Source: an optimization exercise on an open RTL-to-GDS flow (aim: small area and a short achievable clock period). Production flows keep margins and buffers that such runs may drop.
Only simulation tests tie the RTL to the original design; equivalence was not proved.

==> flow/design.v <==
`timescale 1ns / 1ps
module ColorDetect(
    input reset_n,
    input clk,
    input enable,
    input [23:0] DATA_IN,
    input DATA_IN_VALID,
    input [10:0] X_VALUE,
    input [9:0] Y_VALUE,
    input [1:0] COLOR,
    input [31:0] FRAME_WAIT,
    output [31:0] COORDINATE,
    output READY
    );
    localparam KX = 4;   
    localparam KY = 4;   
    reg ready;
    reg en;
    reg [15:0] frames;
    reg [19:0] count;            
    reg [10:0] x_q0;             
    reg x_neg;                   
    reg [19:0] x_part;           
    reg [10:KX] x_qhi;           
    reg [9:0] y_q0;
    reg y_neg;
    reg [19:0] y_part;
    reg [9:KY] y_qhi;
    wire sof = (X_VALUE == 11'd0) && (Y_VALUE == 10'd0);
    wire run = enable && reset_n;
    wire hit = (frames == FRAME_WAIT[15:0]);
    wire [15:0] frames_inc;
    Increment #(.N(16)) fi (.a(frames), .ci(DATA_IN_VALID && sof), .s(frames_inc));
    always @(posedge clk) begin
        en <= run && hit;
        if (!run || hit)
            frames <= 16'd0;
        else
            frames <= frames_inc;
    end
    always @(posedge clk)
        ready <= (X_VALUE == 11'd1279) && (Y_VALUE == 10'd719) && !ready;
    wire [7:0] r = DATA_IN[23:16];
    wire [7:0] g = DATA_IN[15:8];
    wire [7:0] b = DATA_IN[7:0];
    reg match;
    always @(*) begin
        case (COLOR)
            2'b00: match = (r >= 8'd180) && (g <= 8'd80) && (b <= 8'd80);
            2'b01: match = (r < 8'd80) && (g > 8'd180) && (b < 8'd80);
            2'b10: match = (r < 8'd80) && (g < 8'd80) && (b > 8'd180);
            default: match = (r > 8'd200) && (g > 8'd200) && (b < 8'd80);
        endcase
    end
    wire [10:0] qx;
    wire [19:0] rx;
    wire [9:0] qy;
    wire [19:0] ry;
    CentroidFinish #(.W(11), .K0(KX)) fx (.q0(x_q0), .neg(x_neg), .part(x_part), .qhi(x_qhi), .d(count), .q(qx), .r(rx));
    CentroidFinish #(.W(10), .K0(KY)) fy (.q0(y_q0), .neg(y_neg), .part(y_part), .qhi(y_qhi), .d(count), .q(qy), .r(ry));
    wire take = DATA_IN_VALID && match;
    wire [19:0] dn;
    Increment #(.N(20)) ci (.a(count), .ci(take), .s(dn));
    wire nx_neg, ny_neg;
    wire [19:0] nx_part, ny_part;
    wire [10:KX] nx_qhi;
    wire [9:KY] ny_qhi;
    CentroidStart #(.W(11), .K0(KX)) sx (.q(qx), .r(rx), .v(X_VALUE), .take(take), .d(dn), .neg(nx_neg), .part(nx_part), .qhi(nx_qhi));
    CentroidStart #(.W(10), .K0(KY)) sy (.q(qy), .r(ry), .v(Y_VALUE), .take(take), .d(dn), .neg(ny_neg), .part(ny_part), .qhi(ny_qhi));
    wire clr = !reset_n || !en;
    always @(posedge clk) begin
        if (clr || (DATA_IN_VALID && sof)) begin
            count <= {19'd0, !clr && match};
            x_q0 <= 11'd0;
            x_neg <= 1'b0;
            x_part <= 20'd0;
            x_qhi <= 0;
            y_q0 <= 10'd0;
            y_neg <= 1'b0;
            y_part <= 20'd0;
            y_qhi <= 0;
        end else begin
            count <= dn;
            x_q0 <= qx;
            x_neg <= nx_neg;
            x_part <= nx_part;
            x_qhi <= nx_qhi;
            y_q0 <= qy;
            y_neg <= ny_neg;
            y_part <= ny_part;
            y_qhi <= ny_qhi;
        end
    end
    assign COORDINATE = {5'd0, qx, 6'd0, qy};
    assign READY = ready;
endmodule
module Increment #(parameter N = 8) (
    input [N-1:0] a,
    input ci,
    output [N-1:0] s
    );
    wire [N:0] c;
    assign c[0] = ci;
    genvar j;
    generate
        for (j = 0; j < N; j = j + 1) begin : bit_
            assign s[j] = a[j] ^ c[j];
            assign c[j+1] = a[j] & c[j];
        end
    endgenerate
endmodule
module RippleAdd #(parameter N = 8) (
    input [N-1:0] a,
    input [N-1:0] b,
    input ci,
    output [N-1:0] s,
    output co
    );
    wire [N:0] c;
    assign c[0] = ci;
    genvar j;
    generate
        for (j = 0; j < N; j = j + 1) begin : bit_
            assign s[j] = a[j] ^ b[j] ^ c[j];
            assign c[j+1] = (a[j] & b[j]) | (a[j] & c[j]) | (b[j] & c[j]);
        end
    endgenerate
    assign co = c[N];
endmodule
module RippleSub #(parameter N = 8) (
    input [N-1:0] a,
    input [N-1:0] b,
    output [N-1:0] f,
    output ge
    );
    wire [N:0] bw;
    assign bw[0] = 1'b0;
    genvar j;
    generate
        for (j = 0; j < N; j = j + 1) begin : bit_
            assign bw[j+1] = (~a[j] & (b[j] | bw[j])) | (b[j] & bw[j]);
        end
    endgenerate
    assign f = b ^ bw[N-1:0];
    assign ge = ~bw[N];
endmodule
module DivStage #(parameter W = 11, parameter I = 1) (
    input [W:0] a,
    input [19:0] d,
    output [W:0] an,
    output qb
    );
    localparam K = W + 1 - I;
    wire [K-1:0] f;
    wire ge;
    RippleSub #(.N(K)) sub (.a(a[W:I]), .b(d[K-1:0]), .f(f), .ge(ge));
    assign qb = ge & ~|d[19:K];
    assign an = {a[W:I] ^ (f & {K{qb}}), a[I-1:0]};
endmodule
module CentroidStart #(parameter W = 11, parameter K0 = 4) (
    input [W-1:0] q,
    input [19:0] r,
    input [W-1:0] v,
    input take,
    input [19:0] d,
    output neg,
    output [19:0] part,
    output [W-1:K0] qhi
    );
    wire [20:0] o1 = {1'b0, r};
    wire [20:0] o2 = {{(21-W){1'b0}}, v & {W{take}}};
    wire [20:0] o3 = {{(21-W){1'b1}}, ~(q & {W{take}})};
    wire [20:0] cs = o1 ^ o2 ^ o3;
    wire [20:0] cc = (o1 & o2) | (o1 & o3) | (o2 & o3);
    wire [20:0] n;
    wire co;
    RippleAdd #(.N(21)) add (.a(cs), .b({cc[19:0], 1'b0}), .ci(1'b1), .s(n), .co(co));
    assign neg = n[20];
    wire [19:0] m = {n[19:W] & {(20-W){~neg}}, n[W-1:0] ^ {W{neg}}};
    wire [W:0] a [K0:W];
    assign a[W] = m[W:0];
    genvar i;
    generate
        for (i = W - 1; i >= K0; i = i - 1) begin : stage
            DivStage #(.W(W), .I(i)) st (.a(a[i+1]), .d(d), .an(a[i]), .qb(qhi[i]));
        end
    endgenerate
    assign part = {m[19:W+1], a[K0]};
endmodule
module CentroidFinish #(parameter W = 11, parameter K0 = 4) (
    input [W-1:0] q0,
    input neg,
    input [19:0] part,
    input [W-1:K0] qhi,
    input [19:0] d,
    output [W-1:0] q,
    output [19:0] r
    );
    wire [W:0] a [0:K0];
    wire [K0-1:0] qlo;
    assign a[K0] = part[W:0];
    genvar i;
    generate
        for (i = K0 - 1; i >= 1; i = i - 1) begin : stage
            DivStage #(.W(W), .I(i)) st (.a(a[i+1]), .d(d), .an(a[i]), .qb(qlo[i]));
        end
    endgenerate
    wire [19:0] p = {part[19:W+1], a[1]};
    wire [19:0] f0;
    wire ge0;
    RippleSub #(.N(20)) sub0 (.a(p), .b(d), .f(f0), .ge(ge0));
    wire [19:0] t0 = p ^ f0;
    wire [W:0] u;
    wire cu;
    RippleAdd #(.N(W+1)) add2 (.a({d[W-1:0], 1'b0}), .b(~p[W:0]), .ci(1'b0), .s(u), .co(cu));
    assign qlo[0] = ge0;
    assign r = neg ? (ge0 ? {{(19-W){1'b0}}, u} : ~t0) : (p ^ (f0 & {20{ge0}}));
    wire [W-1:0] quo = {qhi, qlo};
    wire cq;
    RippleAdd #(.N(W)) addq (.a(q0), .b(quo ^ {W{neg}}), .ci(1'b0), .s(q), .co(cq));
endmodule
==> flow/config.mk <==
export PLATFORM = sky130hd
export DESIGN_NAME = ColorDetect
export DESIGN_NICKNAME = ColorDetect
export VERILOG_FILES = /design/flow/design.v
export SDC_FILE = /design/flow/constraint.sdc
export NUM_CORES = 4
export LEC_CHECK = 0
export ABC_AREA = 1
export CAP_MARGIN = 20
export CORE_MARGIN = 2
export CORE_UTILIZATION = 40
export SLEW_MARGIN = 20
==> flow/constraint.sdc <==
create_clock -name core_clock -period 100.0 [get_ports {clk}]
set_input_delay 20.0000 -clock core_clock [delete_from_list [all_inputs] [get_ports {clk}]]
set_output_delay 20.0000 -clock core_clock [all_outputs]
set_load 0.01 [all_outputs]
standard.sh (not shown) runs the stock make flow with config.mk's settings and CLKGATE_MAP_FILE= SYNTH_SCRIPT=/design/flow/synth_recipe.tcl, a recipe that flattens the netlist after the stock synthesis.
==> flow/flow/run.sh <==
#!/bin/bash
# Standard layout, except: synthesis leaves adders to ABC (no full-adder
# cells), and the port buffers are buf_1 cells.
set -euo pipefail
export BUFFER_PORTS_ARGS="-buffer_cell sky130_fd_sc_hd__buf_1"
bash standard.sh "ADDER_MAP_FILE=" "BUFFER_PORTS_ARGS=-buffer_cell sky130_fd_sc_hd__buf_1" finish > standard.log 2>&1
The starting point finished clean.
Then changed:
--- a/flow/design.v
+++ b/flow/design.v
@@ -11,22 +11,20 @@
     input [31:0] FRAME_WAIT,
     output [31:0] COORDINATE,
     output READY
     );
-    localparam KX = 4;   
+    localparam KX = 5;   
     localparam KY = 4;   
     reg ready;
     reg en;
     reg [15:0] frames;
     reg [19:0] count;            
-    reg [10:0] x_q0;             
+    reg [10:0] x_qs;             
     reg x_neg;                   
     reg [19:0] x_part;           
-    reg [10:KX] x_qhi;           
-    reg [9:0] y_q0;
+    reg [9:0] y_qs;
     reg y_neg;
     reg [19:0] y_part;
-    reg [9:KY] y_qhi;
     wire sof = (X_VALUE == 11'd0) && (Y_VALUE == 10'd0);
     wire run = enable && reset_n;
     wire hit = (frames == FRAME_WAIT[15:0]);
     wire [15:0] frames_inc;
@@ -55,41 +53,37 @@
     wire [10:0] qx;
     wire [19:0] rx;
     wire [9:0] qy;
     wire [19:0] ry;
-    CentroidFinish #(.W(11), .K0(KX)) fx (.q0(x_q0), .neg(x_neg), .part(x_part), .qhi(x_qhi), .d(count), .q(qx), .r(rx));
-    CentroidFinish #(.W(10), .K0(KY)) fy (.q0(y_q0), .neg(y_neg), .part(y_part), .qhi(y_qhi), .d(count), .q(qy), .r(ry));
+    CentroidFinish #(.W(11), .K0(KX)) fx (.qs(x_qs), .neg(x_neg), .part(x_part), .d(count), .q(qx), .r(rx));
+    CentroidFinish #(.W(10), .K0(KY)) fy (.qs(y_qs), .neg(y_neg), .part(y_part), .d(count), .q(qy), .r(ry));
     wire take = DATA_IN_VALID && match;
     wire [19:0] dn;
     Increment #(.N(20)) ci (.a(count), .ci(take), .s(dn));
     wire nx_neg, ny_neg;
     wire [19:0] nx_part, ny_part;
-    wire [10:KX] nx_qhi;
-    wire [9:KY] ny_qhi;
-    CentroidStart #(.W(11), .K0(KX)) sx (.q(qx), .r(rx), .v(X_VALUE), .take(take), .d(dn), .neg(nx_neg), .part(nx_part), .qhi(nx_qhi));
-    CentroidStart #(.W(10), .K0(KY)) sy (.q(qy), .r(ry), .v(Y_VALUE), .take(take), .d(dn), .neg(ny_neg), .part(ny_part), .qhi(ny_qhi));
+    wire [10:0] nx_qs;
+    wire [9:0] ny_qs;
+    CentroidStart #(.W(11), .K0(KX)) sx (.q(qx), .r(rx), .v(X_VALUE), .take(take), .d(dn), .neg(nx_neg), .part(nx_part), .qs(nx_qs));
+    CentroidStart #(.W(10), .K0(KY)) sy (.q(qy), .r(ry), .v(Y_VALUE), .take(take), .d(dn), .neg(ny_neg), .part(ny_part), .qs(ny_qs));
     wire clr = !reset_n || !en;
     always @(posedge clk) begin
         if (clr || (DATA_IN_VALID && sof)) begin
             count <= {19'd0, !clr && match};
-            x_q0 <= 11'd0;
+            x_qs <= 11'd0;
             x_neg <= 1'b0;
             x_part <= 20'd0;
-            x_qhi <= 0;
-            y_q0 <= 10'd0;
+            y_qs <= 10'd0;
             y_neg <= 1'b0;
             y_part <= 20'd0;
-            y_qhi <= 0;
         end else begin
             count <= dn;
-            x_q0 <= qx;
+            x_qs <= nx_qs;
             x_neg <= nx_neg;
             x_part <= nx_part;
-            x_qhi <= nx_qhi;
-            y_q0 <= qy;
+            y_qs <= ny_qs;
             y_neg <= ny_neg;
             y_part <= ny_part;
-            y_qhi <= ny_qhi;
         end
     end
     assign COORDINATE = {5'd0, qx, 6'd0, qy};
     assign READY = ready;
@@ -164,9 +158,9 @@
     input take,
     input [19:0] d,
     output neg,
     output [19:0] part,
-    output [W-1:K0] qhi
+    output [W-1:0] qs
     );
     wire [20:0] o1 = {1'b0, r};
     wire [20:0] o2 = {{(21-W){1'b0}}, v & {W{take}}};
     wire [20:0] o3 = {{(21-W){1'b1}}, ~(q & {W{take}})};
@@ -177,22 +171,26 @@
     RippleAdd #(.N(21)) add (.a(cs), .b({cc[19:0], 1'b0}), .ci(1'b1), .s(n), .co(co));
     assign neg = n[20];
     wire [19:0] m = {n[19:W] & {(20-W){~neg}}, n[W-1:0] ^ {W{neg}}};
     wire [W:0] a [K0:W];
+    wire [W-1:K0] qhi;
     assign a[W] = m[W:0];
     genvar i;
     generate
         for (i = W - 1; i >= K0; i = i - 1) begin : stage
             DivStage #(.W(W), .I(i)) st (.a(a[i+1]), .d(d), .an(a[i]), .qb(qhi[i]));
         end
     endgenerate
     assign part = {m[19:W+1], a[K0]};
+    wire [W-1:K0] qsh;
+    wire cqs;
+    RippleAdd #(.N(W-K0)) addqs (.a(q[W-1:K0]), .b(qhi ^ {(W-K0){neg}}), .ci(1'b0), .s(qsh), .co(cqs));
+    assign qs = {qsh, q[K0-1:0]};
 endmodule
 module CentroidFinish #(parameter W = 11, parameter K0 = 4) (
-    input [W-1:0] q0,
+    input [W-1:0] qs,
     input neg,
     input [19:0] part,
-    input [W-1:K0] qhi,
     input [19:0] d,
     output [W-1:0] q,
     output [19:0] r
     );
@@ -214,8 +212,11 @@
     wire cu;
     RippleAdd #(.N(W+1)) add2 (.a({d[W-1:0], 1'b0}), .b(~p[W:0]), .ci(1'b0), .s(u), .co(cu));
     assign qlo[0] = ge0;
     assign r = neg ? (ge0 ? {{(19-W){1'b0}}, u} : ~t0) : (p ^ (f0 & {20{ge0}}));
-    wire [W-1:0] quo = {qhi, qlo};
-    wire cq;
-    RippleAdd #(.N(W)) addq (.a(q0), .b(quo ^ {W{neg}}), .ci(1'b0), .s(q), .co(cq));
-endmodule
+    wire [K0-1:0] ql;
+    wire cql;
+    RippleAdd #(.N(K0)) addql (.a(qs[K0-1:0]), .b(qlo ^ {K0{neg}}), .ci(1'b0), .s(ql), .co(cql));
+    wire [W-1:K0] qh;
+    Increment #(.N(W-K0)) incqh (.a(qs[W-1:K0]), .ci(cql), .s(qh));
+    assign q = {qh, ql};
+endmodule
The changed run completed without violations.
Via count went down by 0.90%.
Synthesized cell count went down by 1.9%.
Setup slack gets better by 0.23 ns.
Non-clock buffer count does not change.
Sequential cell count went down by 13.

==> afterwards: timing with drivers on the ports <==
In the flow no input, the clock included, has a driving cell. The finished layouts below were timed again as built, in two steps.
Step 1, drivers: a clkbuf_16 drives clk and a buf_2 each remaining input, both assumed.
Step 2 moves the port delays by t, midway between the first and last clock arrival at a register: inputs arrive t later, outputs are due t later. That takes back most of the time a late clock gives input paths.
Slacks: no drivers / after step 1 / after step 2; pairs: no drivers / after step 1.
run | shift t [ns] | setup WS [ns] | hold WS [ns] | slew at the worst register clock pin (ns) | worst data-port slew with drivers (ns)
the first run | 0.488 | 65.157 / 65.107 / 65.595 | 0.476 / 0.476 / 0.476 | 0.07 / 0.07 | 0.05
the second run | 0.424 | 65.387 / 65.332 / 65.756 | 0.490 / 0.490 / 0.490 | 0.08 / 0.08 | 0.06
After both steps setup and hold are still met in every run listed.
